This design comes from an exercise in tuning for small area, a short achievable clock period and few clock cycles per item on the open sky130 flow, not from production work. In this exercise RTL edits were held to simulation tests only and were not proved equivalent to the original.

==> flow/design.v <==
module fpmultiplier (output logic [31:0] product, output logic ready,
		input logic [31:0] a, input logic clock, nreset);
logic s_a, s_b, s_x1, s_x2, s_x3, s_f;
always_ff @(posedge clock, negedge nreset)
  if (~nreset) begin
    s_a <= 1'b0; s_b <= 1'b0; s_x1 <= 1'b0; s_x2 <= 1'b0; s_x3 <= 1'b0; s_f <= 1'b0;
    ready <= 1'b0;
  end else begin
    s_a <= ~(s_a | s_b | s_x1 | s_x2 | s_x3 | s_f);
    s_b <= s_a;
    s_x1 <= s_b;
    s_x2 <= s_x1;
    s_x3 <= s_x2;
    s_f <= s_x3;
    ready <= s_f;
  end
logic [8:0] rse1, rse2;
logic [22:0] ra_f;
always_ff @(posedge clock) begin
  rse1 <= a[31:23];
  rse2 <= rse1;
  if (s_a) ra_f <= a[22:0];
end
logic [35:0] enc;
logic [34:0] dg;
logic [23:0] fb_ext;
assign fb_ext = {a[22:0], 1'b0};
assign enc[0] = fb_ext[1] ^ fb_ext[0];
assign enc[1] = (fb_ext[2] & ~fb_ext[1] & ~fb_ext[0]) | (~fb_ext[2] & fb_ext[1] & fb_ext[0]);
assign enc[2] = fb_ext[2];
assign enc[3] = fb_ext[3] ^ fb_ext[2];
assign enc[4] = (fb_ext[4] & ~fb_ext[3] & ~fb_ext[2]) | (~fb_ext[4] & fb_ext[3] & fb_ext[2]);
assign enc[5] = fb_ext[4];
assign enc[6] = fb_ext[5] ^ fb_ext[4];
assign enc[7] = (fb_ext[6] & ~fb_ext[5] & ~fb_ext[4]) | (~fb_ext[6] & fb_ext[5] & fb_ext[4]);
assign enc[8] = fb_ext[6];
assign enc[9] = fb_ext[7] ^ fb_ext[6];
assign enc[10] = (fb_ext[8] & ~fb_ext[7] & ~fb_ext[6]) | (~fb_ext[8] & fb_ext[7] & fb_ext[6]);
assign enc[11] = fb_ext[8];
assign enc[12] = fb_ext[9] ^ fb_ext[8];
assign enc[13] = (fb_ext[10] & ~fb_ext[9] & ~fb_ext[8]) | (~fb_ext[10] & fb_ext[9] & fb_ext[8]);
assign enc[14] = fb_ext[10];
assign enc[15] = fb_ext[11] ^ fb_ext[10];
assign enc[16] = (fb_ext[12] & ~fb_ext[11] & ~fb_ext[10]) | (~fb_ext[12] & fb_ext[11] & fb_ext[10]);
assign enc[17] = fb_ext[12];
assign enc[18] = fb_ext[13] ^ fb_ext[12];
assign enc[19] = (fb_ext[14] & ~fb_ext[13] & ~fb_ext[12]) | (~fb_ext[14] & fb_ext[13] & fb_ext[12]);
assign enc[20] = fb_ext[14];
assign enc[21] = fb_ext[15] ^ fb_ext[14];
assign enc[22] = (fb_ext[16] & ~fb_ext[15] & ~fb_ext[14]) | (~fb_ext[16] & fb_ext[15] & fb_ext[14]);
assign enc[23] = fb_ext[16];
assign enc[24] = fb_ext[17] ^ fb_ext[16];
assign enc[25] = (fb_ext[18] & ~fb_ext[17] & ~fb_ext[16]) | (~fb_ext[18] & fb_ext[17] & fb_ext[16]);
assign enc[26] = fb_ext[18];
assign enc[27] = fb_ext[19] ^ fb_ext[18];
assign enc[28] = (fb_ext[20] & ~fb_ext[19] & ~fb_ext[18]) | (~fb_ext[20] & fb_ext[19] & fb_ext[18]);
assign enc[29] = fb_ext[20];
assign enc[30] = fb_ext[21] ^ fb_ext[20];
assign enc[31] = (fb_ext[22] & ~fb_ext[21] & ~fb_ext[20]) | (~fb_ext[22] & fb_ext[21] & fb_ext[20]);
assign enc[32] = fb_ext[22];
assign enc[33] = fb_ext[23] ^ fb_ext[22];
assign enc[34] = fb_ext[23] & fb_ext[22];
assign enc[35] = 1'b0;
logic [22:0] pf;
always_ff @(posedge clock) begin
  dg[0] <= s_f ? pf[0] : s_b ? enc[0] : dg[12];
  dg[1] <= s_f ? pf[1] : s_b ? enc[1] : dg[13];
  dg[2] <= s_f ? pf[2] : s_b ? enc[2] : dg[14];
  dg[3] <= s_f ? pf[3] : s_b ? enc[3] : dg[15];
  dg[4] <= s_f ? pf[4] : s_b ? enc[4] : dg[16];
  dg[5] <= s_f ? pf[5] : s_b ? enc[5] : dg[17];
  dg[6] <= s_f ? pf[6] : s_b ? enc[6] : dg[18];
  dg[7] <= s_f ? pf[7] : s_b ? enc[7] : dg[19];
  dg[8] <= s_f ? pf[8] : s_b ? enc[8] : dg[20];
  dg[9] <= s_f ? pf[9] : s_b ? enc[9] : dg[21];
  dg[10] <= s_f ? pf[10] : s_b ? enc[10] : dg[22];
  dg[11] <= s_f ? pf[11] : s_b ? enc[11] : dg[23];
  dg[12] <= s_f ? pf[12] : s_b ? enc[12] : dg[24];
  dg[13] <= s_f ? pf[13] : s_b ? enc[13] : dg[25];
  dg[14] <= s_f ? pf[14] : s_b ? enc[14] : dg[26];
  dg[15] <= s_f ? pf[15] : s_b ? enc[15] : dg[27];
  dg[16] <= s_f ? pf[16] : s_b ? enc[16] : dg[28];
  dg[17] <= s_f ? pf[17] : s_b ? enc[17] : dg[29];
  dg[18] <= s_f ? pf[18] : s_b ? enc[18] : dg[30];
  dg[19] <= s_f ? pf[19] : s_b ? enc[19] : dg[31];
  dg[20] <= s_f ? pf[20] : s_b ? enc[20] : dg[32];
  dg[21] <= s_f ? pf[21] : s_b ? enc[21] : dg[33];
  dg[22] <= s_f ? pf[22] : s_b ? enc[22] : dg[34];
  dg[23] <= s_b ? enc[23] : 1'b0;
  dg[24] <= enc[24];
  dg[25] <= enc[25];
  dg[26] <= enc[26];
  dg[27] <= enc[27];
  dg[28] <= enc[28];
  dg[29] <= enc[29];
  dg[30] <= enc[30];
  dg[31] <= enc[31];
  dg[32] <= enc[32];
  dg[33] <= enc[33];
  dg[34] <= enc[34];
end
logic bnz;
assign bnz = |(dg & 35'o33333333333);
logic [7:0] ea, eb;
logic za, zb, fa, fb, nana, nanb, infa, infb;
assign ea = rse2[7:0];
assign eb = rse1[7:0];
assign za = (ea == 8'd0);
assign zb = (eb == 8'd0);
assign fa = (ea == 8'hff);
assign fb = (eb == 8'hff);
assign nana = fa & (ra_f != 23'd0);
assign nanb = fb & bnz;
assign infa = fa & (ra_f == 23'd0);
assign infb = fb & ~bnz;
logic sp_nan, sp_inf, sp_zero, special;
assign sp_nan = nana | nanb | ((infa | infb) & (za | zb));
assign sp_inf = (infa | infb) & ~sp_nan;
assign sp_zero = (za | zb) & ~fa & ~fb;
assign special = fa | fb | za | zb;
logic [8:0] esum;
assign esum = {1'b0, ea} + {1'b0, eb};
logic [7:0] r_e, pe;
logic r_sign, r_nan, r_i0, r_i1, r_z0, r_z1;
always_ff @(posedge clock)
  if (s_x1 | s_f) r_e <= s_f ? pe : esum[7:0] + 8'd129;
always_ff @(posedge clock)
  if (s_x1) begin
    r_sign <= rse2[8] ^ rse1[8];
    r_nan <= sp_nan;
    r_i0 <= sp_nan | sp_inf | (~special & (esum >= 9'd382));
    r_i1 <= sp_nan | sp_inf | (~special & (esum >= 9'd381));
    r_z0 <= sp_zero | (~special & (esum <= 9'd127));
    r_z1 <= sp_zero | (~special & (esum <= 9'd126));
  end
logic [24:0] ma, ma2;
assign ma = {2'b01, ra_f};
assign ma2 = {1'b1, ra_f, 1'b0};
logic [3:0] bone, btwo, bneg, nneg;
assign bone[0] = dg[0];
assign btwo[0] = dg[1];
assign bneg[0] = dg[2];
assign nneg[0] = ~dg[2];
assign bone[1] = dg[3];
assign btwo[1] = dg[4];
assign bneg[1] = dg[5];
assign nneg[1] = ~dg[5];
assign bone[2] = dg[6];
assign btwo[2] = dg[7];
assign bneg[2] = dg[8];
assign nneg[2] = ~dg[8];
assign bone[3] = dg[9];
assign btwo[3] = dg[10];
assign bneg[3] = dg[11];
assign nneg[3] = ~dg[11];
logic [24:0] pp0, pp1, pp2, pp3;
assign pp0 = (({25{bone[0]}} & ma) | ({25{btwo[0]}} & ma2)) ^ {25{bneg[0]}};
assign pp1 = (({25{bone[1]}} & ma) | ({25{btwo[1]}} & ma2)) ^ {25{bneg[1]}};
assign pp2 = (({25{bone[2]}} & ma) | ({25{btwo[2]}} & ma2)) ^ {25{bneg[2]}};
assign pp3 = (({25{bone[3]}} & ma) | ({25{btwo[3]}} & ma2)) ^ {25{bneg[3]}};
logic [32:0] acc_s, acc_c;
logic [24:0] as_in, ac_in;
logic [8:0] low;
assign low = {1'b0, acc_s[7:0]} + {1'b0, acc_c[7:0]};
logic cl_in;
assign cl_in = ~s_x1 & low[8];
assign as_in = s_x1 ? 25'd0 : acc_s[32:8];
assign ac_in = s_x1 ? 25'd0 : acc_c[32:8];
logic [23:0] ma_last;
assign ma_last = s_x3 ? {1'b1, ra_f} : 24'd0;
logic ts1, tc1, ts2, tc2, ts3, tc3, ts4, tc4, ts5, tc5, ts6, tc6, ts7, tc7, ts8, tc8, ts9, tc9, ts10, tc10, ts11, tc11, ts12, tc12, ts13, tc13, ts14, tc14, ts15, tc15, ts16, tc16, ts17, tc17, ts18, tc18, ts19, tc19, ts20, tc20, ts21, tc21, ts22, tc22, ts23, tc23, ts24, tc24, ts25, tc25, ts26, tc26, ts27, tc27, ts28, tc28, ts29, tc29, ts30, tc30, ts31, tc31, ts32, tc32, ts33, tc33, ts34, tc34, ts35, tc35, ts36, tc36, ts37, tc37, ts38, tc38, ts39, tc39, ts40, tc40, ts41, tc41, ts42, tc42, ts43, tc43, ts44, tc44, ts45, tc45, ts46, tc46, ts47, tc47, ts48, tc48, ts49, tc49, ts50, tc50, ts51, tc51, ts52, tc52, ts53, tc53, ts54, tc54, ts55, tc55, ts56, tc56, ts57, tc57, ts58, tc58, ts59, tc59, ts60, tc60, ts61, tc61, ts62, tc62, ts63, tc63, ts64, tc64, ts65, tc65, ts66, tc66, ts67, tc67, ts68, tc68, ts69, tc69, ts70, tc70, ts71, tc71, ts72, tc72, ts73, tc73, ts74, tc74, ts75, tc75, ts76, tc76, ts77, tc77, ts78, tc78, ts79, tc79, ts80, tc80, ts81, tc81, ts82, tc82, ts83, tc83, ts84, tc84, ts85, tc85, ts86, tc86, ts87, tc87, ts88, tc88, ts89, tc89, ts90, tc90, ts91, tc91, ts92, tc92, ts93, tc93, ts94, tc94, ts95, tc95, ts96, tc96, ts97, tc97, ts98, tc98, ts99, tc99, ts100, tc100, ts101, tc101, ts102, tc102, ts103, tc103, ts104, tc104, ts105, tc105, ts106, tc106, ts107, tc107, ts108, tc108, ts109, tc109, ts110, tc110, ts111, tc111, ts112, tc112, ts113, tc113, ts114, tc114, ts115, tc115, ts116, tc116, ts117, tc117, ts118, tc118, ts119, tc119, ts120, tc120, ts121, tc121, ts122, tc122, ts123, tc123, ts124, tc124, ts125, tc125, ts126, tc126, ts127, tc127, ts128, tc128, ts129, tc129, ts130, tc130, ts131, tc131, ts132, tc132, ts133, tc133, ts134, tc134;
fpmul_ha u_ts1 (.a(as_in[6]), .b(ac_in[6]), .s(ts1), .co(tc1));
fpmul_fa u_ts2 (.a(as_in[7]), .b(ac_in[7]), .c(ma_last[0]), .s(ts2), .co(tc2));
fpmul_fa u_ts3 (.a(as_in[8]), .b(ac_in[8]), .c(ma_last[1]), .s(ts3), .co(tc3));
fpmul_fa u_ts4 (.a(as_in[9]), .b(ac_in[9]), .c(ma_last[2]), .s(ts4), .co(tc4));
fpmul_fa u_ts5 (.a(as_in[10]), .b(ac_in[10]), .c(ma_last[3]), .s(ts5), .co(tc5));
fpmul_fa u_ts6 (.a(as_in[11]), .b(ac_in[11]), .c(ma_last[4]), .s(ts6), .co(tc6));
fpmul_fa u_ts7 (.a(as_in[12]), .b(ac_in[12]), .c(ma_last[5]), .s(ts7), .co(tc7));
fpmul_fa u_ts8 (.a(as_in[13]), .b(ac_in[13]), .c(ma_last[6]), .s(ts8), .co(tc8));
fpmul_fa u_ts9 (.a(as_in[14]), .b(ac_in[14]), .c(ma_last[7]), .s(ts9), .co(tc9));
fpmul_fa u_ts10 (.a(as_in[15]), .b(ac_in[15]), .c(ma_last[8]), .s(ts10), .co(tc10));
fpmul_fa u_ts11 (.a(as_in[16]), .b(ac_in[16]), .c(ma_last[9]), .s(ts11), .co(tc11));
fpmul_fa u_ts12 (.a(as_in[17]), .b(ac_in[17]), .c(ma_last[10]), .s(ts12), .co(tc12));
fpmul_fa u_ts13 (.a(as_in[18]), .b(ac_in[18]), .c(ma_last[11]), .s(ts13), .co(tc13));
fpmul_fa u_ts14 (.a(as_in[19]), .b(ac_in[19]), .c(ma_last[12]), .s(ts14), .co(tc14));
fpmul_fa u_ts15 (.a(as_in[20]), .b(ac_in[20]), .c(ma_last[13]), .s(ts15), .co(tc15));
fpmul_fa u_ts16 (.a(as_in[21]), .b(ac_in[21]), .c(ma_last[14]), .s(ts16), .co(tc16));
fpmul_fa u_ts17 (.a(as_in[22]), .b(ac_in[22]), .c(ma_last[15]), .s(ts17), .co(tc17));
fpmul_fa u_ts18 (.a(as_in[23]), .b(ac_in[23]), .c(ma_last[16]), .s(ts18), .co(tc18));
fpmul_fa u_ts19 (.a(as_in[24]), .b(ac_in[24]), .c(ma_last[17]), .s(ts19), .co(tc19));
fpmul_ha u_ts20 (.a(s_x1), .b(ma_last[18]), .s(ts20), .co(tc20));
fpmul_ha u_ts21 (.a(as_in[0]), .b(ac_in[0]), .s(ts21), .co(tc21));
fpmul_ha u_ts22 (.a(as_in[2]), .b(ac_in[2]), .s(ts22), .co(tc22));
fpmul_ha u_ts23 (.a(as_in[3]), .b(ac_in[3]), .s(ts23), .co(tc23));
fpmul_fa u_ts24 (.a(as_in[4]), .b(ac_in[4]), .c(bneg[2]), .s(ts24), .co(tc24));
fpmul_ha u_ts25 (.a(pp0[4]), .b(pp1[2]), .s(ts25), .co(tc25));
fpmul_fa u_ts26 (.a(as_in[5]), .b(ac_in[5]), .c(pp0[5]), .s(ts26), .co(tc26));
fpmul_ha u_ts27 (.a(pp1[3]), .b(pp2[1]), .s(ts27), .co(tc27));
fpmul_fa u_ts28 (.a(ts1), .b(bneg[3]), .c(pp0[6]), .s(ts28), .co(tc28));
fpmul_fa u_ts29 (.a(pp1[4]), .b(pp2[2]), .c(pp3[0]), .s(ts29), .co(tc29));
fpmul_fa u_ts30 (.a(tc1), .b(ts2), .c(pp0[7]), .s(ts30), .co(tc30));
fpmul_fa u_ts31 (.a(pp1[5]), .b(pp2[3]), .c(pp3[1]), .s(ts31), .co(tc31));
fpmul_fa u_ts32 (.a(ts3), .b(tc2), .c(pp0[8]), .s(ts32), .co(tc32));
fpmul_fa u_ts33 (.a(pp1[6]), .b(pp2[4]), .c(pp3[2]), .s(ts33), .co(tc33));
fpmul_fa u_ts34 (.a(ts4), .b(tc3), .c(pp0[9]), .s(ts34), .co(tc34));
fpmul_fa u_ts35 (.a(pp1[7]), .b(pp2[5]), .c(pp3[3]), .s(ts35), .co(tc35));
fpmul_fa u_ts36 (.a(ts5), .b(tc4), .c(pp0[10]), .s(ts36), .co(tc36));
fpmul_fa u_ts37 (.a(pp1[8]), .b(pp2[6]), .c(pp3[4]), .s(ts37), .co(tc37));
fpmul_fa u_ts38 (.a(ts6), .b(tc5), .c(pp0[11]), .s(ts38), .co(tc38));
fpmul_fa u_ts39 (.a(pp1[9]), .b(pp2[7]), .c(pp3[5]), .s(ts39), .co(tc39));
fpmul_fa u_ts40 (.a(ts7), .b(tc6), .c(pp0[12]), .s(ts40), .co(tc40));
fpmul_fa u_ts41 (.a(pp1[10]), .b(pp2[8]), .c(pp3[6]), .s(ts41), .co(tc41));
fpmul_fa u_ts42 (.a(ts8), .b(tc7), .c(pp0[13]), .s(ts42), .co(tc42));
fpmul_fa u_ts43 (.a(pp1[11]), .b(pp2[9]), .c(pp3[7]), .s(ts43), .co(tc43));
fpmul_fa u_ts44 (.a(ts9), .b(tc8), .c(pp0[14]), .s(ts44), .co(tc44));
fpmul_fa u_ts45 (.a(pp1[12]), .b(pp2[10]), .c(pp3[8]), .s(ts45), .co(tc45));
fpmul_fa u_ts46 (.a(ts10), .b(tc9), .c(pp0[15]), .s(ts46), .co(tc46));
fpmul_fa u_ts47 (.a(pp1[13]), .b(pp2[11]), .c(pp3[9]), .s(ts47), .co(tc47));
fpmul_fa u_ts48 (.a(ts11), .b(tc10), .c(pp0[16]), .s(ts48), .co(tc48));
fpmul_fa u_ts49 (.a(pp1[14]), .b(pp2[12]), .c(pp3[10]), .s(ts49), .co(tc49));
fpmul_fa u_ts50 (.a(ts12), .b(tc11), .c(pp0[17]), .s(ts50), .co(tc50));
fpmul_fa u_ts51 (.a(pp1[15]), .b(pp2[13]), .c(pp3[11]), .s(ts51), .co(tc51));
fpmul_fa u_ts52 (.a(ts13), .b(tc12), .c(pp0[18]), .s(ts52), .co(tc52));
fpmul_fa u_ts53 (.a(pp1[16]), .b(pp2[14]), .c(pp3[12]), .s(ts53), .co(tc53));
fpmul_fa u_ts54 (.a(ts14), .b(tc13), .c(pp0[19]), .s(ts54), .co(tc54));
fpmul_fa u_ts55 (.a(pp1[17]), .b(pp2[15]), .c(pp3[13]), .s(ts55), .co(tc55));
fpmul_fa u_ts56 (.a(ts15), .b(tc14), .c(pp0[20]), .s(ts56), .co(tc56));
fpmul_fa u_ts57 (.a(pp1[18]), .b(pp2[16]), .c(pp3[14]), .s(ts57), .co(tc57));
fpmul_fa u_ts58 (.a(ts16), .b(tc15), .c(pp0[21]), .s(ts58), .co(tc58));
fpmul_fa u_ts59 (.a(pp1[19]), .b(pp2[17]), .c(pp3[15]), .s(ts59), .co(tc59));
fpmul_fa u_ts60 (.a(ts17), .b(tc16), .c(pp0[22]), .s(ts60), .co(tc60));
fpmul_fa u_ts61 (.a(pp1[20]), .b(pp2[18]), .c(pp3[16]), .s(ts61), .co(tc61));
fpmul_fa u_ts62 (.a(ts18), .b(tc17), .c(pp0[23]), .s(ts62), .co(tc62));
fpmul_fa u_ts63 (.a(pp1[21]), .b(pp2[19]), .c(pp3[17]), .s(ts63), .co(tc63));
fpmul_fa u_ts64 (.a(ts19), .b(tc18), .c(pp0[24]), .s(ts64), .co(tc64));
fpmul_fa u_ts65 (.a(pp1[22]), .b(pp2[20]), .c(pp3[18]), .s(ts65), .co(tc65));
fpmul_fa u_ts66 (.a(ts20), .b(nneg[0]), .c(tc19), .s(ts66), .co(tc66));
fpmul_fa u_ts67 (.a(pp1[23]), .b(pp2[21]), .c(pp3[19]), .s(ts67), .co(tc67));
assign ts68 = 1'b1 ^ ma_last[19] ^ tc20;
assign tc68 = (1'b1 & ma_last[19]) | (1'b1 & tc20) | (ma_last[19] & tc20);
fpmul_fa u_ts69 (.a(pp1[24]), .b(pp2[22]), .c(pp3[20]), .s(ts69), .co(tc69));
fpmul_fa u_ts70 (.a(ma_last[20]), .b(nneg[1]), .c(pp2[23]), .s(ts70), .co(tc70));
assign ts71 = 1'b1 ^ ma_last[21];
assign tc71 = 1'b1 & ma_last[21];
fpmul_ha u_ts72 (.a(ts21), .b(bneg[0]), .s(ts72), .co(tc72));
fpmul_fa u_ts73 (.a(as_in[1]), .b(ac_in[1]), .c(tc21), .s(ts73), .co(tc73));
fpmul_fa u_ts74 (.a(ts22), .b(bneg[1]), .c(pp0[2]), .s(ts74), .co(tc74));
fpmul_fa u_ts75 (.a(ts23), .b(tc22), .c(pp0[3]), .s(ts75), .co(tc75));
fpmul_fa u_ts76 (.a(tc23), .b(ts24), .c(pp2[0]), .s(ts76), .co(tc76));
fpmul_fa u_ts77 (.a(tc24), .b(ts27), .c(tc25), .s(ts77), .co(tc77));
fpmul_fa u_ts78 (.a(tc27), .b(ts28), .c(ts29), .s(ts78), .co(tc78));
fpmul_fa u_ts79 (.a(ts30), .b(ts31), .c(tc28), .s(ts79), .co(tc79));
fpmul_fa u_ts80 (.a(ts32), .b(ts33), .c(tc30), .s(ts80), .co(tc80));
fpmul_fa u_ts81 (.a(ts34), .b(ts35), .c(tc32), .s(ts81), .co(tc81));
fpmul_fa u_ts82 (.a(ts36), .b(ts37), .c(tc34), .s(ts82), .co(tc82));
fpmul_fa u_ts83 (.a(ts38), .b(ts39), .c(tc36), .s(ts83), .co(tc83));
fpmul_fa u_ts84 (.a(ts40), .b(ts41), .c(tc38), .s(ts84), .co(tc84));
fpmul_fa u_ts85 (.a(ts42), .b(ts43), .c(tc40), .s(ts85), .co(tc85));
fpmul_fa u_ts86 (.a(ts44), .b(ts45), .c(tc42), .s(ts86), .co(tc86));
fpmul_fa u_ts87 (.a(ts46), .b(ts47), .c(tc44), .s(ts87), .co(tc87));
fpmul_fa u_ts88 (.a(ts48), .b(ts49), .c(tc46), .s(ts88), .co(tc88));
fpmul_fa u_ts89 (.a(ts50), .b(ts51), .c(tc48), .s(ts89), .co(tc89));
fpmul_fa u_ts90 (.a(ts52), .b(ts53), .c(tc50), .s(ts90), .co(tc90));
fpmul_fa u_ts91 (.a(ts54), .b(ts55), .c(tc52), .s(ts91), .co(tc91));
fpmul_fa u_ts92 (.a(ts56), .b(ts57), .c(tc54), .s(ts92), .co(tc92));
fpmul_fa u_ts93 (.a(ts58), .b(ts59), .c(tc56), .s(ts93), .co(tc93));
fpmul_fa u_ts94 (.a(ts60), .b(ts61), .c(tc58), .s(ts94), .co(tc94));
fpmul_fa u_ts95 (.a(ts62), .b(ts63), .c(tc60), .s(ts95), .co(tc95));
fpmul_fa u_ts96 (.a(ts64), .b(ts65), .c(tc62), .s(ts96), .co(tc96));
fpmul_fa u_ts97 (.a(ts66), .b(ts67), .c(tc64), .s(ts97), .co(tc97));
fpmul_fa u_ts98 (.a(ts68), .b(tc66), .c(ts69), .s(ts98), .co(tc98));
fpmul_fa u_ts99 (.a(tc68), .b(pp3[21]), .c(ts70), .s(ts99), .co(tc99));
fpmul_fa u_ts100 (.a(ts71), .b(pp2[24]), .c(pp3[22]), .s(ts100), .co(tc100));
fpmul_fa u_ts101 (.a(ma_last[22]), .b(tc71), .c(nneg[2]), .s(ts101), .co(tc101));
assign ts102 = 1'b1 ^ ma_last[23];
assign tc102 = 1'b1 & ma_last[23];
fpmul_ha u_ts103 (.a(cl_in), .b(ts72), .s(ts103), .co(tc103));
fpmul_fa u_ts104 (.a(tc72), .b(ts73), .c(pp0[1]), .s(ts104), .co(tc104));
fpmul_fa u_ts105 (.a(tc73), .b(pp1[0]), .c(ts74), .s(ts105), .co(tc105));
fpmul_fa u_ts106 (.a(pp1[1]), .b(ts75), .c(tc74), .s(ts106), .co(tc106));
fpmul_fa u_ts107 (.a(ts25), .b(ts76), .c(tc75), .s(ts107), .co(tc107));
fpmul_fa u_ts108 (.a(ts26), .b(tc76), .c(ts77), .s(ts108), .co(tc108));
fpmul_fa u_ts109 (.a(tc26), .b(tc77), .c(ts78), .s(ts109), .co(tc109));
fpmul_fa u_ts110 (.a(tc29), .b(ts79), .c(tc78), .s(ts110), .co(tc110));
fpmul_fa u_ts111 (.a(tc31), .b(ts80), .c(tc79), .s(ts111), .co(tc111));
fpmul_fa u_ts112 (.a(tc33), .b(ts81), .c(tc80), .s(ts112), .co(tc112));
fpmul_fa u_ts113 (.a(tc35), .b(ts82), .c(tc81), .s(ts113), .co(tc113));
fpmul_fa u_ts114 (.a(tc37), .b(ts83), .c(tc82), .s(ts114), .co(tc114));
fpmul_fa u_ts115 (.a(tc39), .b(ts84), .c(tc83), .s(ts115), .co(tc115));
fpmul_fa u_ts116 (.a(tc41), .b(ts85), .c(tc84), .s(ts116), .co(tc116));
fpmul_fa u_ts117 (.a(tc43), .b(ts86), .c(tc85), .s(ts117), .co(tc117));
fpmul_fa u_ts118 (.a(tc45), .b(ts87), .c(tc86), .s(ts118), .co(tc118));
fpmul_fa u_ts119 (.a(tc47), .b(ts88), .c(tc87), .s(ts119), .co(tc119));
fpmul_fa u_ts120 (.a(tc49), .b(ts89), .c(tc88), .s(ts120), .co(tc120));
fpmul_fa u_ts121 (.a(tc51), .b(ts90), .c(tc89), .s(ts121), .co(tc121));
fpmul_fa u_ts122 (.a(tc53), .b(ts91), .c(tc90), .s(ts122), .co(tc122));
fpmul_fa u_ts123 (.a(tc55), .b(ts92), .c(tc91), .s(ts123), .co(tc123));
fpmul_fa u_ts124 (.a(tc57), .b(ts93), .c(tc92), .s(ts124), .co(tc124));
fpmul_fa u_ts125 (.a(tc59), .b(ts94), .c(tc93), .s(ts125), .co(tc125));
fpmul_fa u_ts126 (.a(tc61), .b(ts95), .c(tc94), .s(ts126), .co(tc126));
fpmul_fa u_ts127 (.a(tc63), .b(ts96), .c(tc95), .s(ts127), .co(tc127));
fpmul_fa u_ts128 (.a(tc65), .b(ts97), .c(tc96), .s(ts128), .co(tc128));
fpmul_fa u_ts129 (.a(tc67), .b(ts98), .c(tc97), .s(ts129), .co(tc129));
fpmul_fa u_ts130 (.a(tc69), .b(ts99), .c(tc98), .s(ts130), .co(tc130));
fpmul_fa u_ts131 (.a(ts100), .b(tc70), .c(tc99), .s(ts131), .co(tc131));
fpmul_fa u_ts132 (.a(ts101), .b(pp3[23]), .c(tc100), .s(ts132), .co(tc132));
fpmul_fa u_ts133 (.a(ts102), .b(pp3[24]), .c(tc101), .s(ts133), .co(tc133));
fpmul_ha u_ts134 (.a(tc102), .b(nneg[3]), .s(ts134), .co(tc134));
always_ff @(posedge clock) begin
  acc_s <= {1'b1, ts134, ts133, ts132, ts131, ts130, ts129, ts128, ts127, ts126, ts125, ts124, ts123, ts122, ts121, ts120, ts119, ts118, ts117, ts116, ts115, ts114, ts113, ts112, ts111, ts110, ts109, ts108, ts107, ts106, ts105, ts104, ts103};
  acc_c <= {tc134, tc133, tc132, tc131, tc130, tc129, tc128, tc127, tc126, tc125, tc124, tc123, tc122, tc121, tc120, tc119, tc118, tc117, tc116, tc115, tc114, tc113, tc112, tc111, tc110, tc109, tc108, tc107, tc106, tc105, tc104, tc103, pp0[0]};
end
logic [31:0] p;
assign p = acc_s[31:0] + acc_c[31:0];
logic hi, zr, ir;
assign hi = p[31];
assign zr = hi ? r_z1 : r_z0;
assign ir = hi ? r_i1 : r_i0;
assign pe = zr ? 8'd0 : ir ? 8'hff : (hi ? r_e + 8'd1 : r_e);
assign pf = (zr | ir) ? {22'd0, r_nan} : (hi ? p[30:8] : p[29:7]);
assign product = {r_sign, r_e, dg[22:0]};
endmodule
module fpmul_fa (input logic a, b, c, output logic s, co);
  assign s = a ^ b ^ c;
  assign co = (a & b) | (a & c) | (b & c);
endmodule
module fpmul_ha (input logic a, b, output logic s, co);
  assign s = a ^ b;
  assign co = a & b;
endmodule
==> flow/flow/run.sh <==
#!/bin/bash
# The standard layout flow (standard.sh), run with a larger setup margin
# for the resizer's timing repair and a smaller cell for the port buffers
# (every port is still buffered). Clock, constraints and every step are
# otherwise unchanged.
set -euo pipefail
MARGIN=${MARGIN:-6.2}
sed -E "s/SETUP_SLACK_MARGIN=[-0-9.]+/SETUP_SLACK_MARGIN=$MARGIN/" standard.sh > standard_margin.sh
grep -q "SETUP_SLACK_MARGIN=$MARGIN" standard_margin.sh
bash standard_margin.sh "BUFFER_PORTS_ARGS=-buffer_cell sky130_fd_sc_hd__buf_2" finish > standard.log 2>&1
==> flow/standard.sh <==
#!/bin/bash
# synth_recipe.tcl (not shown) runs the flow's synth.tcl, then flattens the netlist and writes it again
# the make line also repeats each setting of config.mk as NAME=value (left out here)
make -C /OpenROAD-flow-scripts/flow DESIGN_CONFIG=/design/flow/config.mk WORK_HOME=/design/flow/orfs CLKGATE_MAP_FILE= SYNTH_SCRIPT=/design/flow/synth_recipe.tcl "${@:-finish}"
==> flow/config.mk <==
export PLATFORM = sky130hd
export DESIGN_NAME = fpmultiplier
export DESIGN_NICKNAME = fpmultiplier
export VERILOG_FILES = /design/flow/design.v
export SDC_FILE = /design/flow/constraint.sdc
export NUM_CORES = 4
export LEC_CHECK = 0
export ABC_CLOCK_PERIOD_IN_PS = 3500
export CAP_MARGIN = 20
export CORE_MARGIN = 2
export CORE_UTILIZATION = 40
export CTS_BUF_LIST = sky130_fd_sc_hd__clkbuf_4 sky130_fd_sc_hd__clkbuf_8
export PLACE_DENSITY = 0.6
export SETUP_SLACK_MARGIN = 5
export SLEW_MARGIN = 20
export SYNTH_HIERARCHICAL = 1
==> flow/constraint.sdc <==
create_clock -name core_clock -period 9.0 [get_ports {clock}]
set_input_delay 1.8000 -clock core_clock [delete_from_list [all_inputs] [get_ports {clock}]]
set_output_delay 1.8000 -clock core_clock [all_outputs]
set_load 0.01 [all_outputs]
==> results of run 1 <==
==> placed cells by master (no fill, tap or decap), types with 16 or more instances in the layout <==
master / netlist / routed
fa_1: 122 / 122
inv_1: 21 / 21
buf_2: 3 / 47
xnor2_1: 123 / 120
a21oi_1: 35 / 25
nor2b_2: 0 / 19
nand3_1: 21 / 17
nand2_1: 46 / 45
ha_1: 54 / 39
dfxtp_4: 0 / 16
nor2_1: 48 / 46
o21ai_0: 23 / 22
edfxtp_1: 37 / 37
buf_4: 24 / 87
dfxtp_2: 0 / 24
mux2i_1: 19 / 19
buf_6: 1 / 20
dfxtp_1: 118 / 78
xor2_1: 30 / 30
and2_1: 24 / 24
a22oi_1: 88 / 88
clkbuf_8: 0 / 17
nor2b_1: 53 / 34
==> metrics by stage <==
stage	cell area, µm²	cells	setup WS, ns
after detailed placement	12400	1492	5.61
after floorplan	12000	1124	6.11
after CTS	14000	1599	5.99
after global routing	14500	1617	5.91
after global placement	12400	1492	5.59
final	14500	1617	5.97
==> layer usage <==
layer,up-vias,global-route usage [%]
li1,4082,-
met1,4612,33.5
met2,451,38.0
met3,78,4.88
met4,0,8.16
met5,-,0
==> Yosys stat by module (local to each module, per instance) <==
| module | flops+latches | times used | cells |
|---|---|---|---|
| fpmul_fa | 0 | 121 | 1 |
| fpmultiplier | 162 | 1 | 993 |
| fpmul_ha | 0 | 10 | 1 |
==> what timing repair did <==
action | 4_1_cts | 5_1_grt
pin swaps | 13 | 22
gates resized for setup | 105 | 66
endpoints found under the setup margin | 115 | 104
setup buffers | 69 | 17
hold buffers | 0 | 0
cloned | 6 | 1
==> cells by family after synthesis <==
logic type	synth area share, %
compound gates	14.6
xor+xnor	11.2
fa+ha+maj	26.1
buf+inv	4.78
flops	30.5
mux	1.71
simple gates	11.0
==> sequential cells by signal (all words and copies together) (netlist names) <==
name,count
rse1,9
s_b,1
dg,35
s_a,1
r_nan,1
r_z1,1
s_x2,1
r_sign,1
ra_f,23
s_f,1
ready,1
r_i1,1
s_x3,1
r_i0,1
r_z0,1
r_e,8
acc_c,33
acc_s,32
rse2,9
s_x1,1
==> worst min path at each step <==
stage	startpoint	to	cells past startpoint
after detailed placement	rse1[8]$_DFF_P_	rse2[8]$_DFF_P_	0
after floorplan	rse1[8]$_DFF_P_	rse2[8]$_DFF_P_	0
after global placement	rse1[8]$_DFF_P_	rse2[8]$_DFF_P_	0
after global routing	rse1[8]$_DFF_P_	rse2[8]$_DFF_P_	0
final	rse1[8]$_DFF_P_	rse2[8]$_DFF_P_	0
after CTS	rse1[8]$_DFF_P_	rse2[8]$_DFF_P_	0
==> worst max-delay path: cells and delay by family, from the launching register on <==
kind          cells  cell delay [ns]
fa+ha+maj         4             1.99
flops             1             0.49
buf+inv           1             0.19
simple gates      1             0.19
==> final cells by class <==
type                            instances  area share (%)
Clock buffer                           17            1.62
Clock inverter                         15            1.46
Inverter                               22           0.570
Multi-Input combinational cell        838            56.4
Sequential cell                       162            25.8
Tap cell                              390            3.37
Timing Repair Buffer                  173            10.8
==> impl_metrics.yaml, run 1 <==
critical_path:
  crit_chain: "buf_12 > nor2b_1 > fa_1 > fa_1 > fa_1 > fa_1"
  r2r_slack_ns: 5.97
  crit_top_cell: "fa_1"
  cp-end-kind: "register"
  path_class: "register to register"
  worstPathRequired_ns: 9.36
  r2r_end: "acc_s[15]$_DFF_P_"
  reg2reg_from: "s_x1$_DFF_PN0_"
  worstPathMaxFanout: 30
  cp_data_arrival_time_ns: 3.39
  start_kind: "register"
  slowest_delay_ns: 0.59
  worstSetupStartpoint: "s_x1$_DFF_PN0_"
  r2r_cells: 6
  cp-endpoint: "acc_s[15]$_DFF_P_"
  crit_slowest_cell: "fa_1"
floorplan:
  fp.dieH_um: 177
  die_x_um: 177
  row_count: 63
  io_pins: 67
  initial_core_util_pct: 40.4
  dieArea_um2: 31300
  core_um2: 29600
timing:
  hold_violations: 0
  skew_ns: 0.0221
  tightest_slew_ns: 0.923
  hold_ws_ns: 0.371
  period_share_pct: 33.7
  max_freq_mhz: 330
  setup_viol: 0
  rsz0062_at_grt: "true"
  relSlewSlack_pct: 38.3
  maxSlewViolCount: 0
  fin_setup_tns_ns: 0
  period_minus_slack_ns: 3.03
cells_and_area:
  layout-drive-gt1-share_pct: 26.8
  syn2layout_area_growth_pct: 21.2
  fillCellCount: 2658
  n_antenna_cell: 0
  post-route-util_pct: 49.0
  multi_input_area_um2: 8160
  register_area_um2: 3740
  layout.nets: 1424
logic_synthesis:
  synth-seq-area-share_pct: 30.5
  syn-num-nets: 1334
  synthFlopType: "dfxtp_1"
  synth_cells: 1124
  synthTopCellsByArea: "fa_1 20%, dfxtp_1 20%, edfxtp_1 9.3%, xnor2_1 9.0%, ha_1 5.7%"
  synth_warnings: 7
  ys_types: 71
  synthArstFlopShare_pct: 4.32
  synth_top_area_share_pct: 20.4
  synthTopCellsByCount: "123 x xnor2_1, 122 x fa_1, 118 x dfxtp_1"
  syn_area_um2: 11900
  synth_edf_count: 37
  synth_top_cell_by_area: "fa_1"
  syn_avg_cell_area_um2: 10.6
  yosysMostFrequentCell: "xnor2_1"
  synth-seq-cells: 162
clocking:
  numCtsBuffers: 17
  htreeDepth: 4
  clock-root-buffer: "clkbuf_8"
  cts_tree: "yes"
  cts.clk_slew.worst_paths_ns: 0.12
  ctsLongestPathBuffers: 2
  clkSinkCount: 162
  clk_latency_ns: 0.49
routing:
  drt_iter0_markers: 696
  dr.pass1.iters: 5
  drt-met1-wl_um: 15600
  wl_met2_um: 17400
  antenna_left: 0
  drcViolationCount: 0
  routed.top_layer: "met4"
  vias_per_cell: 5.70
  route.vias.total: 9223
  dr_wl_met3_um: 3280
  wire_per_inst_um: 23.2
  drt_wl_total_um: 37500
status:
  status: "no timing/DRC/antenna violations"
placement:
  io_buffers: 66
  dpl.hpwl_um: 24300
  place.gp.congestion: 0.866
global_routing:
  antenna_found_initial: 1
  grt_max_degree: 61
  grt_pass1_vias: 9150
  gr-total-overflow: 0
  grt_pass1_wl_um: 56400
  grt_use_total_pct: 24.3
run:
  drv_cap: 0
worst_hold_path:
  hold_class: "register to register"
Testbench counts, summed over its fixed seeds: cycles 28,000, items 4,000.
==> inputs of run 2 (changes only) <==
--- a/flow/flow/run.sh
+++ b/flow/flow/run.sh
@@ -4,7 +4,7 @@
 # (every port is still buffered). Clock, constraints and every step are
 # otherwise unchanged.
 set -euo pipefail
-MARGIN=${MARGIN:-6.2}
+MARGIN=${MARGIN:-6.0}
 sed -E "s/SETUP_SLACK_MARGIN=[-0-9.]+/SETUP_SLACK_MARGIN=$MARGIN/" standard.sh > standard_margin.sh
 grep -q "SETUP_SLACK_MARGIN=$MARGIN" standard_margin.sh
 bash standard_margin.sh "BUFFER_PORTS_ARGS=-buffer_cell sky130_fd_sc_hd__buf_2" finish > standard.log 2>&1
==> run 2 against run 1 <==
Still clean on timing, DRC and antenna. Clock-buffer cell count rose by 1. Non-clock buffer count fell by 19. Die area did not move. Utilization fell by 1.1 points. Worst hold slack got worse by 0.00089 ns. Critical path depth rose by 5. Synthesized area did not move. Register-to-register slack got worse by 0.04 ns. First-iteration DRC count rose by 37%. Largest cell class unchanged. Highest routed layer unchanged.
==> impl_metrics.yaml, run 2 <==
timing:
  setup_ws_ns: 5.93
  hold_violations: 0
  skew_ns: 0.0217
  rsz0062_at_grt: "true"
  period_share_pct: 34.1
  max_freq_mhz: 326
  tightest_slew_ns: 0.824
  maxSlewViolCount: 0
  fin_setup_tns_ns: 0
  relSlewSlack_pct: 44.9
  setup_viol: 0
  period_minus_slack_ns: 3.07
critical_path:
  reg2reg_from: "acc_s[13]$_DFF_P_"
  cp_data_arrival_time_ns: 3.43
  worstPathRequired_ns: 9.36
  worstSetupStartpoint: "acc_s[13]$_DFF_P_"
  cp-end-kind: "register"
  start_kind: "register"
  worstPathMaxFanout: 8
  path_class: "register to register"
cells_and_area:
  regMostFlops: "dg"
  reg_top3: "dg: 35 flops, acc_c: 33 flops, acc_s: 32 flops"
  layout_commonest_cell: "xnor2_1"
  n_antenna_cell: 0
  syn2layout_area_growth_pct: 18.5
  mostFrequentLayoutCells: "123 x xnor2_1, 117 x fa_1, 104 x dfxtp_1, 88 x a22oi_1, 65 x buf_2"
  layout-drive-gt1-share_pct: 22.4
  fillCellCount: 2718
  layout.nets: 1405
  largest_reg_flops: 35
routing:
  dr.pass1.iters: 6
  antenna_left: 0
  drcViolationCount: 0
  drt_wl_total_um: 37900
  drt_iter0_markers: 951
  vias_per_cell: 5.80
  route.vias.total: 9263
  wire_per_inst_um: 23.7
floorplan:
  fp.dieH_um: 177
  dieArea_um2: 31300
  initial_core_util_pct: 40.4
  row_count: 63
  die_x_um: 177
  io_pins: 67
  core_um2: 29600
logic_synthesis:
  synth-seq-cells: 162
  synthAdderAreaFrac_pct: 26.1
  syn-num-nets: 1334
  synthArstFlopShare_pct: 4.32
  synth-compound-area-share_pct: 14.6
  synthTopCellsByCount: "123 x xnor2_1, 122 x fa_1, 118 x dfxtp_1"
  synthTopCellsByArea: "fa_1 20%, dfxtp_1 20%, edfxtp_1 9.3%, xnor2_1 9.0%, ha_1 5.7%"
  synth_top_family_by_area: "adder cells"
  synthFlopType: "dfxtp_1"
  synth_top_area_share_pct: 20.4
  synth_edf_count: 37
  synth_cells: 1124
  synth_mux_area_share_pct: 1.71
  syn_avg_cell_area_um2: 10.6
  syn_area_um2: 11900
  synth_top_cell_by_area: "fa_1"
  yosysMostFrequentCell: "xnor2_1"
  synth-simple-area-share_pct: 11.0
  synth_warnings: 7
  synth-xor-area-share_pct: 11.2
  synth-seq-area-share_pct: 30.5
  ys_types: 71
global_routing:
  grt_use_total_pct: 24.0
  antenna_found_initial: 0
  grt_max_degree: 61
  grt_pass1_wl_um: 55800
  gr-total-overflow: 0
  grt_pass1_vias: 9340
clocking:
  clk_latency_ns: 0.48
  clkSinkCount: 162
  ctsLongestPathBuffers: 2
  numCtsBuffers: 17
  clock-root-buffer: "clkbuf_8"
  cts.clk_slew.worst_paths_ns: 0.11
  htreeDepth: 4
  postCtsHoldBufs: 0
  cts_tree: "yes"
worst_hold_path:
  hold_class: "register to register"
  hp-start: "rse1[8]$_DFF_P_"
placement:
  io_buffers: 66
  dpl.hpwl_um: 23600
  pre_cts_ws_ns: 5.55
  place.gp.congestion: 0.822
run:
  drv_cap: 0
status:
  status: "no timing/DRC/antenna violations"
run 2: per-stage QoR:
| step | std cells | utilization, % | hold WS [ns] | instance area [µm²] |
|---|---|---|---|---|
| 4_1_cts | 1553 | 45.8 | 0.373 | 13500 |
| 6_report | 1598 | 47.9 | 0.370 | 14200 |
| 2_1_floorplan | 1124 | - | 0.349 | 11900 |
| 5_1_grt | 1598 | 47.9 | 0.391 | 14200 |
| 3_3_place_gp | 1492 | 41.9 | 0.354 | 12400 |
| 3_5_place_dp | 1492 | 41.9 | 0.357 | 12400 |
run 2: critical path, stage by stage, from the launching register on:
cell and delay (ns):
dfxtp_1 0.39, ha_4 0.33, and3_1 0.22, nand2_2 0.09, or2_4 0.27, o211ai_4 0.12
a31oi_4 0.19, buf_6 0.15, o311a_4 0.42, nor2_8 0.20, mux2i_4 0.38, a31o_1 0.20
run 2: routing by layer:
layer / part of all wire (%) / global-route usage [%]
met5: 0 / 0
met4: 3.2 / 9.13
met3: 8.1 / 4.47
met2: 47 / 38.5
met1: 42 / 32.2
run 2: kinds of logic (layout without fill, tap and decap cells):
family / after synthesis / count (layout)
buffers and inverters: 125 / 208
muxes: 20 / 20
DFF: 162 / 162
and+or+nand+nor: 248 / 248
AOI/OAI and AO/OA: 240 / 241
adders and majority gates: 176 / 176
xor gates and xnor gates: 153 / 153
run 2: final timing paths:
kind / endpoint / slack (ns) / cells past startpoint
hold / removal: rse2[8]$_DFF_P_ / 0.37 / 0
hold reg to reg: rse2[8]$_DFF_P_ / 0.37 / 0
setup / recovery: r_e[5]$_DFFE_PP_ / 5.93 / 11
max in group asynchronous: s_x3$_DFF_PN0_ / 7.68 / 1
setup reg to reg: r_e[5]$_DFFE_PP_ / 5.93 / 11
min in group asynchronous: ready$_DFF_PN0_ / 1.13 / 1
run 2: final cells by class:
cell class / instances / area [µm²] / share of cell area [%]
clock buffers: 18 / 241 / 1.71
well taps: 390 / 488 / 3.45
inverters: 22 / 82.6 / 0.583
multi-input cells: 838 / 7980 / 56.4
repair buffers: 154 / 1480 / 10.5
flip-flops and latches: 162 / 3690 / 26.1
clock inverters: 14 / 188 / 1.33
run 2: timing repair:
item | in CTS | in global routing
endpoints found under the hold margin | 0 | 0
setup endpoints to repair | 87 | 71
pin swaps | 4 | 23
gates cloned | 9 | 6
resized for setup | 67 | 53
buffers inserted | 20 | 39
run 2: modules after synthesis, one instance, submodules excluded:
module        cells inside  copies in the design  cell area, µm²
fpmultiplier           993                     1            9400
fpmul_ha                 1                    10            12.5
fpmul_fa                 1                   121            20.0
==> inputs of run 3 (changes only) <==
--- a/flow/flow/run.sh
+++ b/flow/flow/run.sh
@@ -4,7 +4,7 @@
 # (every port is still buffered). Clock, constraints and every step are
 # otherwise unchanged.
 set -euo pipefail
-MARGIN=${MARGIN:-6.0}
+MARGIN=${MARGIN:-5.7}
 sed -E "s/SETUP_SLACK_MARGIN=[-0-9.]+/SETUP_SLACK_MARGIN=$MARGIN/" standard.sh > standard_margin.sh
 grep -q "SETUP_SLACK_MARGIN=$MARGIN" standard_margin.sh
 bash standard_margin.sh "BUFFER_PORTS_ARGS=-buffer_cell sky130_fd_sc_hd__buf_2" finish > standard.log 2>&1
==> run 3 against run 2 <==
Worst hold slack better by 0.00072 ns. Flip-flop and latch count unchanged. Still clean on timing, DRC and antenna. Critical path type is now register to output pin. Worst setup slack worse by 0.18 ns. Register-to-register slack worse by 0.07 ns.
==> impl_metrics.yaml, run 3 <==
status:
  status: "no timing/DRC/antenna violations"
worst_hold_path:
  hp-start: "rse1[8]$_DFF_P_"
  min_to: "rse2[8]$_DFF_P_"
  whs_path_depth: 0
  hold_class: "register to register"
floorplan:
  row_count: 63
  fp.dieH_um: 177
  die_x_um: 177
  core_um2: 29600
  dieArea_um2: 31300
  initial_core_util_pct: 40.4
  io_pins: 67
critical_path:
  path_buf_inv: 2
  crit_chain: "buf_6 > buf_2"
  worstPathRequired_ns: 7.20
  worstPathMaxFanout: 19
  cp_data_arrival_time_ns: 1.45
  cp_top_family: "flip-flops"
  start_kind: "register"
  r2r_cells: 6
  r2r_end: "acc_s[20]$_DFF_P_"
  slowest_delay_ns: 0.51
  crit_slowest_cell: "dfxtp_2"
  reg2reg_from: "s_x1$_DFF_PN0_"
  r2r_slack_ns: 5.86
  path_class: "register to output pin"
  cp-end-kind: "output pin"
global_routing:
  grt.met2_usage_pct: 35.1
  use_met3_pct: 3.82
  grtUsageMet1_pct: 30.6
  gr-total-overflow: 0
  grt_max_degree: 41
  grt_use_total_pct: 21.9
  grt_pass1_vias: 8731
  antenna_found_initial: 0
  grt_pass1_wl_um: 51700
  grt.busiest_layer: "met2"
routing:
  drt_iter0_markers: 737
  vias_per_cell: 5.61
  antenna_left: 0
  wire_per_inst_um: 21.7
  drt_wl_total_um: 33100
  route.vias.total: 8565
  dr.pass1.iters: 5
  drcViolationCount: 0
placement:
  dpl.hpwl_um: 23400
  io_buffers: 66
  place.gp.congestion: 0.874
  placed_cell_area_um2: 12400
  placedCellCount: 1492
timing:
  maxSlewViolCount: 0
  tightest_slew_ns: 0.763
  period_minus_slack_ns: 3.25
  hold_ws_ns: 0.371
  hold_violations: 0
  relSlewSlack_pct: 48.9
  rsz0062_at_grt: "false"
  setup_viol: 0
  period_share_pct: 36.1
  skew_ns: 0.0242
  max_freq_mhz: 307
  fin_setup_tns_ns: 0
logic_synthesis:
  synthTopCellsByCount: "123 x xnor2_1, 122 x fa_1, 118 x dfxtp_1"
  yosysMostFrequentCell: "xnor2_1"
  synth_cells: 1124
  syn_area_um2: 11900
  synth-seq-area-share_pct: 30.5
  synthArstFlopShare_pct: 4.32
  synthFlopType: "dfxtp_1"
  synth-seq-cells: 162
  ys_types: 71
  synthTopCellsByArea: "fa_1 20%, dfxtp_1 20%, edfxtp_1 9.3%, xnor2_1 9.0%, ha_1 5.7%"
  synth_warnings: 7
  syn-num-nets: 1334
  synth_edf_count: 37
  syn_avg_cell_area_um2: 10.6
  synth_top_cell_by_area: "fa_1"
  synth_top_area_share_pct: 20.4
clocking:
  htreeDepth: 4
  numCtsBuffers: 17
  ctsLongestPathBuffers: 2
  clk_latency_ns: 0.48
  postCtsHoldBufs: 0
  clkSinkCount: 162
  cts_tree: "yes"
  clock-root-buffer: "clkbuf_8"
  cts.clk_slew.worst_paths_ns: 0.10
cells_and_area:
  final_cells: 1526
  layout.nets: 1333
  regMostFlops: "dg"
  finalInstanceArea_um2: 12900
  largest_reg_flops: 35
  reg_top3: "dg: 35 flops, acc_c: 33 flops, acc_s: 32 flops"
  layout_commonest_cell: "xnor2_1"
  layout-drive-gt1-share_pct: 12.5
  n_antenna_cell: 0
  mostFrequentLayoutCells: "123 x xnor2_1, 122 x fa_1, 114 x dfxtp_1, 88 x a22oi_1, 66 x buf_2"
  syn2layout_area_growth_pct: 7.78
run:
  drv_cap: 0
==> run 3: cell count changes in the layout (fill, tap and decap cells not counted), sizes merged, moves of 2 or more <==
cell and change:
buf -59, bufbuf -9, clkinv +2, clkbuf -2
inv -2
==> run 3: worst max-delay path by stage <==
stage                   start           endpoint  slack (ns)  cells past startpoint
2_1_floorplan  s_x1$_DFF_PN0_  acc_s[10]$_DFF_P_        5.92                      6
3_3_place_gp   s_x1$_DFF_PN0_  acc_s[12]$_DFF_P_        5.43                      5
3_5_place_dp   s_x1$_DFF_PN0_  acc_s[12]$_DFF_P_        5.41                      5
4_1_cts         dg[2]$_DFF_P_         product[2]        5.70                      2
5_1_grt         dg[3]$_DFF_P_         product[3]        5.71                      2
6_report        dg[3]$_DFF_P_         product[3]        5.75                      2
==> run 3: through the flow <==
stage	setup slack, ns	utilization [%]
floorplan	5.92	-
global placement	5.43	41.9
detailed placement	5.41	41.9
CTS	5.70	43.4
global route	5.71	43.6
finish	5.75	43.6
==> run 3: Yosys stat by module (local to each module, per instance) <==
module | cells | flip-flops and latches | area [µm²]
fpmultiplier | 993 | 162 | 9400
fpmul_fa | 1 | 0 | 20.0
fpmul_ha | 1 | 0 | 12.5
==> run 3: cell type report <==
cell class              instances  area [µm²]
well taps                     390         488
clock inverters                13         148
multi-input cells             837        7740
inverters                      22        82.6
flip-flops and latches        162        3660
repair buffers                 83         497
fillers                      2825       16700
clock buffers                  19         255
==> run 3: worst register-to-register path, stage by stage (launching register included) <==
cell and delay (ns):
dfrtp_4 0.62, buf_8 0.21, nor2b_1 0.18, fa_1 0.48, fa_1 0.52, fa_1 0.57
fa_1 0.43
==> run 3: logic make-up (layout without fill, tap and decap cells) <==
logic type,Yosys count,count (layout),synth area share [%]
xor+xnor,153,153,11.2
flops,162,162,30.5
simple gates,248,248,11.0
buf+inv,125,137,4.78
fa+ha+maj,176,176,26.1
mux,20,20,1.71
compound gates,240,240,14.6
==> run 3: layer usage <==
metal	up-vias	routed length (µm)
li1	3896	-
met1	4336	15100
met2	287	15600
met3	46	1770
met4	0	578
met5	-	0
==> run 3: what timing repair did <==
action	in CTS	in global routing
buffers inserted	1	1
endpoints found under the setup margin	63	32
gates resized for setup	10	5
==> inputs of run 4 (changes only) <==
--- a/flow/flow/run.sh
+++ b/flow/flow/run.sh
@@ -4,7 +4,7 @@
 # (every port is still buffered). Clock, constraints and every step are
 # otherwise unchanged.
 set -euo pipefail
-MARGIN=${MARGIN:-5.7}
+MARGIN=${MARGIN:-5.9}
 sed -E "s/SETUP_SLACK_MARGIN=[-0-9.]+/SETUP_SLACK_MARGIN=$MARGIN/" standard.sh > standard_margin.sh
 grep -q "SETUP_SLACK_MARGIN=$MARGIN" standard_margin.sh
 bash standard_margin.sh "BUFFER_PORTS_ARGS=-buffer_cell sky130_fd_sc_hd__buf_2" finish > standard.log 2>&1
==> run 4 against run 3 <==
Still clean on timing, DRC and antenna. Synthesized area unchanged. Largest cell class unchanged. Utilization up 1.4 points. Via count up 2.1%. Final area up 3.2%. Highest routed layer unchanged.
==> impl_metrics.yaml, run 4 <==
clocking:
  numCtsBuffers: 17
  ctsLongestPathBuffers: 2
  htreeDepth: 4
  cts_tree: "yes"
  clkSinkCount: 162
  clk_latency_ns: 0.48
  cts.clk_slew.worst_paths_ns: 0.10
  clock-root-buffer: "clkbuf_8"
timing:
  relSlewSlack_pct: 41.5
  period_minus_slack_ns: 3.05
  setup_viol: 0
  fin_setup_tns_ns: 0
  maxSlewViolCount: 0
  max_freq_mhz: 328
  setup_ws_ns: 5.95
  period_share_pct: 33.9
  tightest_slew_ns: 0.875
  hold_violations: 0
  hold_ws_ns: 0.371
  skew_ns: 0.0218
  rsz0062_at_grt: "true"
cells_and_area:
  largest_reg_flops: 35
  post-route-util_pct: 45.0
  n_antenna_cell: 0
  reg_top3: "dg: 35 flops, acc_c: 33 flops, acc_s: 32 flops"
  finalInstanceArea_um2: 13300
  layout-drive-gt1-share_pct: 15.4
  layout.nets: 1354
  syn2layout_area_growth_pct: 11.3
  regMostFlops: "dg"
  mostFrequentLayoutCells: "123 x xnor2_1, 122 x fa_1, 109 x dfxtp_1, 88 x a22oi_1, 66 x buf_2"
  layout_commonest_cell: "xnor2_1"
status:
  status: "no timing/DRC/antenna violations"
logic_synthesis:
  synthTopCellsByArea: "fa_1 20%, dfxtp_1 20%, edfxtp_1 9.3%, xnor2_1 9.0%, ha_1 5.7%"
  synth_edf_count: 37
  ys_types: 71
  synth_cells: 1124
  synth_warnings: 7
  synth_top_area_share_pct: 20.4
  synthFlopType: "dfxtp_1"
  synth-seq-area-share_pct: 30.5
  syn_avg_cell_area_um2: 10.6
  synthTopCellsByCount: "123 x xnor2_1, 122 x fa_1, 118 x dfxtp_1"
  synthArstFlopShare_pct: 4.32
  synth_top_cell_by_area: "fa_1"
  syn-num-nets: 1334
  synth-seq-cells: 162
  syn_area_um2: 11900
  yosysMostFrequentCell: "xnor2_1"
run:
  drv_cap: 0
critical_path:
  r2r_cells: 6
  start_kind: "register"
  path_class: "register to output pin"
  cp-end-kind: "output pin"
  worstPathMaxFanout: 14
  cp_data_arrival_time_ns: 1.25
  worstPathRequired_ns: 7.20
placement:
  place.gp.congestion: 0.874
  io_buffers: 66
  placed_cell_area_um2: 12400
  pre_cts_ws_ns: 5.41
  dpl.hpwl_um: 23400
routing:
  route.vias.total: 8743
  wire_per_inst_um: 22.3
  drt_iter0_markers: 724
  drcViolationCount: 0
  antenna_left: 0
  drt_wl_total_um: 34500
  dr.pass1.iters: 5
  vias_per_cell: 5.65
floorplan:
  initial_core_util_pct: 40.4
  row_count: 63
  dieArea_um2: 31300
  fp.dieH_um: 177
  core_um2: 29600
  die_x_um: 177
  io_pins: 67
worst_hold_path:
  hold_class: "register to register"
  whs_path_depth: 0
global_routing:
  grt_use_total_pct: 22.1
  antenna_found_initial: 0
  grt_pass1_wl_um: 52000
  grt_max_degree: 41
  gr-total-overflow: 0
  grt_pass1_vias: 8781
run 4: cell counts after synthesis:
Identical to the previous run, type by type.
run 4: what timing repair did:
item / CTS / global route
hold buffers: 0 / 0
cloned: 0 / 5
resized for setup: 35 / 23
endpoints found under the setup margin: 81 / 43
setup buffers: 3 / 15
pin swaps: 0 / 4
run 4: path summary, 6_finish.rpt:
| check | startpoint | endpoint | slack [ns] |
|---|---|---|---|
| max in group asynchronous | nreset | s_x3$_DFF_PN0_ | 7.67 |
| max | dg[5]$_DFF_P_ | product[5] | 5.95 |
| min in group asynchronous | nreset | s_f$_DFF_PN0_ | 1.14 |
| min | rse1[8]$_DFF_P_ | rse2[8]$_DFF_P_ | 0.37 |
| max reg2reg | s_x1$_DFF_PN0_ | acc_s[20]$_DFF_P_ | 5.98 |
| min reg2reg | rse1[8]$_DFF_P_ | rse2[8]$_DFF_P_ | 0.37 |
run 4: critical path, cell delays in order (launching register included):
cell and delay (ns):
dfxtp_2 0.41, buf_12 0.20, buf_2 0.16
run 4: cell families (layout without fill, tap and decap cells):
family          after synthesis  count (layout)  share of synthesized area [%]
compound gates              240             240                           14.6
buf+inv                     125             158                           4.78
flops                       162             162                           30.5
xor+xnor                    153             153                           11.2
mux                          20              20                           1.71
fa+ha+maj                   176             176                           26.1
simple gates                248             248                           11.0
run 4: per-layer routing:
metal	track usage [%]	vias to the layer above	wire (µm)
li1	-	3937	-
met1	30.9	4458	15600
met2	35.1	306	16200
met3	3.80	42	2150
met4	6.23	0	556
met5	0	-	0
run 4: layout make-up:
| class | instances | area, µm² |
|---|---|---|
| clock inverter | 13 | 148 |
| timing repair buffer | 104 | 838 |
| tap | 390 | 488 |
| clock buffer | 19 | 255 |
| sequential | 162 | 3670 |
| multi-input combinational | 837 | 7800 |
| fill | 2803 | 16300 |
| inverter | 22 | 82.6 |
run 4: per-stage QoR:
step                std cells
global placement         1492
finish                   1547
global route             1547
CTS                      1527
detailed placement       1492
floorplan                1124
run 4: per-module statistics from Yosys, one instance, submodules excluded:
| module | cells | flip-flops and latches | copies in the design |
|---|---|---|---|
| fpmul_ha | 1 | 0 | 10 |
| fpmultiplier | 993 | 162 | 1 |
| fpmul_fa | 1 | 0 | 121 |
==> inputs of run 5 (changes only) <==
--- a/flow/flow/run.sh
+++ b/flow/flow/run.sh
@@ -4,7 +4,7 @@
 # (every port is still buffered). Clock, constraints and every step are
 # otherwise unchanged.
 set -euo pipefail
-MARGIN=${MARGIN:-5.9}
+MARGIN=${MARGIN:-5.8}
 sed -E "s/SETUP_SLACK_MARGIN=[-0-9.]+/SETUP_SLACK_MARGIN=$MARGIN/" standard.sh > standard_margin.sh
 grep -q "SETUP_SLACK_MARGIN=$MARGIN" standard_margin.sh
 bash standard_margin.sh "BUFFER_PORTS_ARGS=-buffer_cell sky130_fd_sc_hd__buf_2" finish > standard.log 2>&1
--- a/flow/config.mk
+++ b/flow/config.mk
@@ -10,7 +10,7 @@
 export CORE_MARGIN = 2
 export CORE_UTILIZATION = 40
 export CTS_BUF_LIST = sky130_fd_sc_hd__clkbuf_4 sky130_fd_sc_hd__clkbuf_8
-export PLACE_DENSITY = 0.6
+export PLACE_DENSITY = 0.5
 export SETUP_SLACK_MARGIN = 5
 export SLEW_MARGIN = 20
 export SYNTH_HIERARCHICAL = 1
==> run 5 against run 4 <==
Die area unchanged. Register-to-register slack got worse by 0.08 ns. Via count is 4.5% lower. Synthesized cell count unchanged. Worst setup slack got worse by 0.083 ns. First-iteration DRC count down 31%. Synthesized area unchanged. Flip-flop and latch count unchanged. Critical endpoint is now product[4]. Highest routed layer unchanged.
==> impl_metrics.yaml, run 5 <==
status:
  status: "no timing/DRC/antenna violations"
cells_and_area:
  n_antenna_cell: 0
  layout_commonest_cell: "xnor2_1"
  mostFrequentLayoutCells: "123 x xnor2_1, 122 x fa_1, 113 x dfxtp_1, 88 x a22oi_1, 66 x buf_2"
  layout-drive-gt1-share_pct: 13.2
  reg_top3: "dg: 35 flops, acc_c: 33 flops, acc_s: 32 flops"
  largest_reg_flops: 35
critical_path:
  worstSetupStartpoint: "dg[4]$_DFF_P_"
  crit_chain: "buf_8 > buf_2"
  r2r_slack_ns: 5.90
  r2r_cells: 5
  r2r_end: "acc_s[8]$_DFF_P_"
  cp-endpoint: "product[4]"
  worstPathMaxFanout: 16
  reg2reg_from: "ra_f[1]$_DFFE_PP_"
  crit_slowest_cell: "dfxtp_4"
  start_kind: "register"
  cp-end-kind: "output pin"
  cp_data_arrival_time_ns: 1.33
timing:
  period_minus_slack_ns: 3.13
  fin_setup_tns_ns: 0
  max_freq_mhz: 319
  relSlewSlack_pct: 37.0
  maxSlewViolCount: 0
  tightest_slew_ns: 0.935
  hold_violations: 0
  setup_viol: 0
  skew_ns: 0.0223
  period_share_pct: 34.8
clocking:
  cts.clk_slew.worst_paths_ns: 0.09
  clkSinkCount: 162
  cts_tree: "yes"
  postCtsHoldBufs: 0
  ctsLongestPathBuffers: 2
  clk_latency_ns: 0.48
logic_synthesis:
  syn_avg_cell_area_um2: 10.6
  synth_edf_count: 37
  synth_top_area_share_pct: 20.4
  synthArstFlopShare_pct: 4.32
  syn_area_um2: 11900
  synthTopCellsByCount: "123 x xnor2_1, 122 x fa_1, 118 x dfxtp_1"
  synth_top_cell_by_area: "fa_1"
  ys_types: 71
  synth-seq-cells: 162
  yosysMostFrequentCell: "xnor2_1"
floorplan:
  core_um2: 29600
  dieArea_um2: 31300
  row_count: 63
  fp.dieH_um: 177
  io_pins: 67
global_routing:
  grt_max_degree: 61
  grt_use_total_pct: 22.3
  grt_pass1_wl_um: 52000
  antenna_found_initial: 0
placement:
  place.gp.congestion: 0.810
  placedCellCount: 1494
  dpl.hpwl_um: 24600
routing:
  wire_per_inst_um: 22.0
  drt_iter0_markers: 500
  vias_per_cell: 5.45
  drcViolationCount: 0
  drt_wl_total_um: 33700
worst_hold_path:
  hold_class: "register to register"
run:
  drv_cap: 0
-- run 5: cell types whose count changed in the layout (fill, tap and decap cells not counted), moves of 4 or more --
cell,change
clkbuf_16,-5
dfxtp_2,-6
nor2b_2,-6
dfxtp_1,+4
nor2b_1,+6
buf_4,-10
inv_6,+4
buf_12,-5
-- run 5: how the worst min path moves through the flow --
stage / start / endpoint / cells past startpoint
2_1_floorplan: rse1[8]$_DFF_P_ / rse2[8]$_DFF_P_ / 0
3_3_place_gp: rse1[8]$_DFF_P_ / rse2[8]$_DFF_P_ / 0
3_5_place_dp: rse1[8]$_DFF_P_ / rse2[8]$_DFF_P_ / 0
4_1_cts: rse1[8]$_DFF_P_ / rse2[8]$_DFF_P_ / 0
5_1_grt: rse1[8]$_DFF_P_ / rse2[8]$_DFF_P_ / 0
6_report: rse1[8]$_DFF_P_ / rse2[8]$_DFF_P_ / 0
-- run 5: cell families (layout without fill, tap and decap cells) --
| group | after synthesis | after routing | share of synthesized area, % |
|---|---|---|---|
| flip-flops | 162 | 162 | 30.5 |
| buffers and inverters | 125 | 143 | 4.78 |
| AO/OA/AOI/OAI | 240 | 240 | 14.6 |
| adder cells (fa/ha/maj) | 176 | 176 | 26.1 |
| multiplexers | 20 | 20 | 1.71 |
| XOR/XNOR | 153 | 153 | 11.2 |
| AND/OR/NAND/NOR | 248 | 248 | 11.0 |
-- run 5: per-stage QoR --
step	setup WS (ns)	area [µm²]	hold slack [ns]
2_1_floorplan	5.92	11900	0.349
6_report	5.87	13000	0.368
3_5_place_dp	5.54	12400	0.356
4_1_cts	5.63	12900	0.369
5_1_grt	5.80	13000	0.379
3_3_place_gp	5.55	12400	0.353
-- run 5: what timing repair did --
action / CTS / global route
pin swaps: 0 / 1
endpoints found under the setup margin: 75 / 51
resized for setup: 29 / 23
setup buffers: 0 / 6
-- run 5: modules after synthesis, one instance, submodules excluded --
module	area (µm²)	flops+latches	cells	times used
fpmul_fa	20.0	0	1	121
fpmultiplier	9400	162	993	1
fpmul_ha	12.5	0	1	10
-- run 5: per-layer routing --
layer | vias up | share of wire, % | track usage [%]
li1 | 3904 | - | -
met1 | 4199 | 45 | 30.0
met2 | 217 | 49 | 37.4
met3 | 31 | 4.6 | 3.52
met4 | 0 | 1.9 | 6.37
met5 | - | 0 | 0
-- run 5: critical path: cells and delay by family, from the launching register on --
kind,cells,cell delay (ns)
flops,1,0.49
buf+inv,2,0.36
-- run 5: area by class of cell --
cell class / instances / area, µm² / share of cell area, %
tap: 390 / 488 / 3.75
clock buffer: 19 / 255 / 1.96
inverter: 22 / 82.6 / 0.634
multi-input combinational: 837 / 7790 / 59.8
timing repair buffer: 89 / 602 / 4.62
clock inverter: 13 / 134 / 1.03
sequential: 162 / 3670 / 28.2

==> afterwards: timing with drivers on the ports <==
No port has a modelled driver above. Below, the same layouts with a new extraction and two added sets of constraints. Step 1 sets driving cells, clkbuf_16 on the clock port and buf_2 on the other inputs (assumed; they add their load-dependent delay and slew). Step 2 adds t to the input delays and takes it off the output delays; t is the mean of the earliest and latest rising clock arrival at the registers after step 1. Input paths then give back, and output paths get back, about the clock's delay inside the block. Slacks: no drivers / after step 1 / after step 2; pairs: no drivers / after step 1.
| run | shift t [ns] | slack for setup (ns) | latest minus earliest clock arrival (ns) | worst register clock-pin slew, ns | worst slew at a driven data input, ns |
|---|---|---|---|---|---|
| run 1 | 0.529 | 5.969 / 5.969 / 5.969 | 0.022 / 0.022 | 0.12 / 0.12 | 0.05 |
| run 2 | 0.524 | 5.928 / 5.928 / 5.928 | 0.022 / 0.022 | 0.11 / 0.11 | 0.05 |
| run 3 | 0.523 | 5.748 / 5.695 / 5.862 | 0.025 / 0.024 | 0.11 / 0.11 | 0.05 |
| run 4 | 0.513 | 5.952 / 5.904 / 5.981 | 0.022 / 0.022 | 0.11 / 0.11 | 0.05 |
| run 5 | 0.514 | 5.869 / 5.823 / 5.902 | 0.022 / 0.023 | 0.11 / 0.11 | 0.03 |
After both steps every run listed still meets setup and hold.
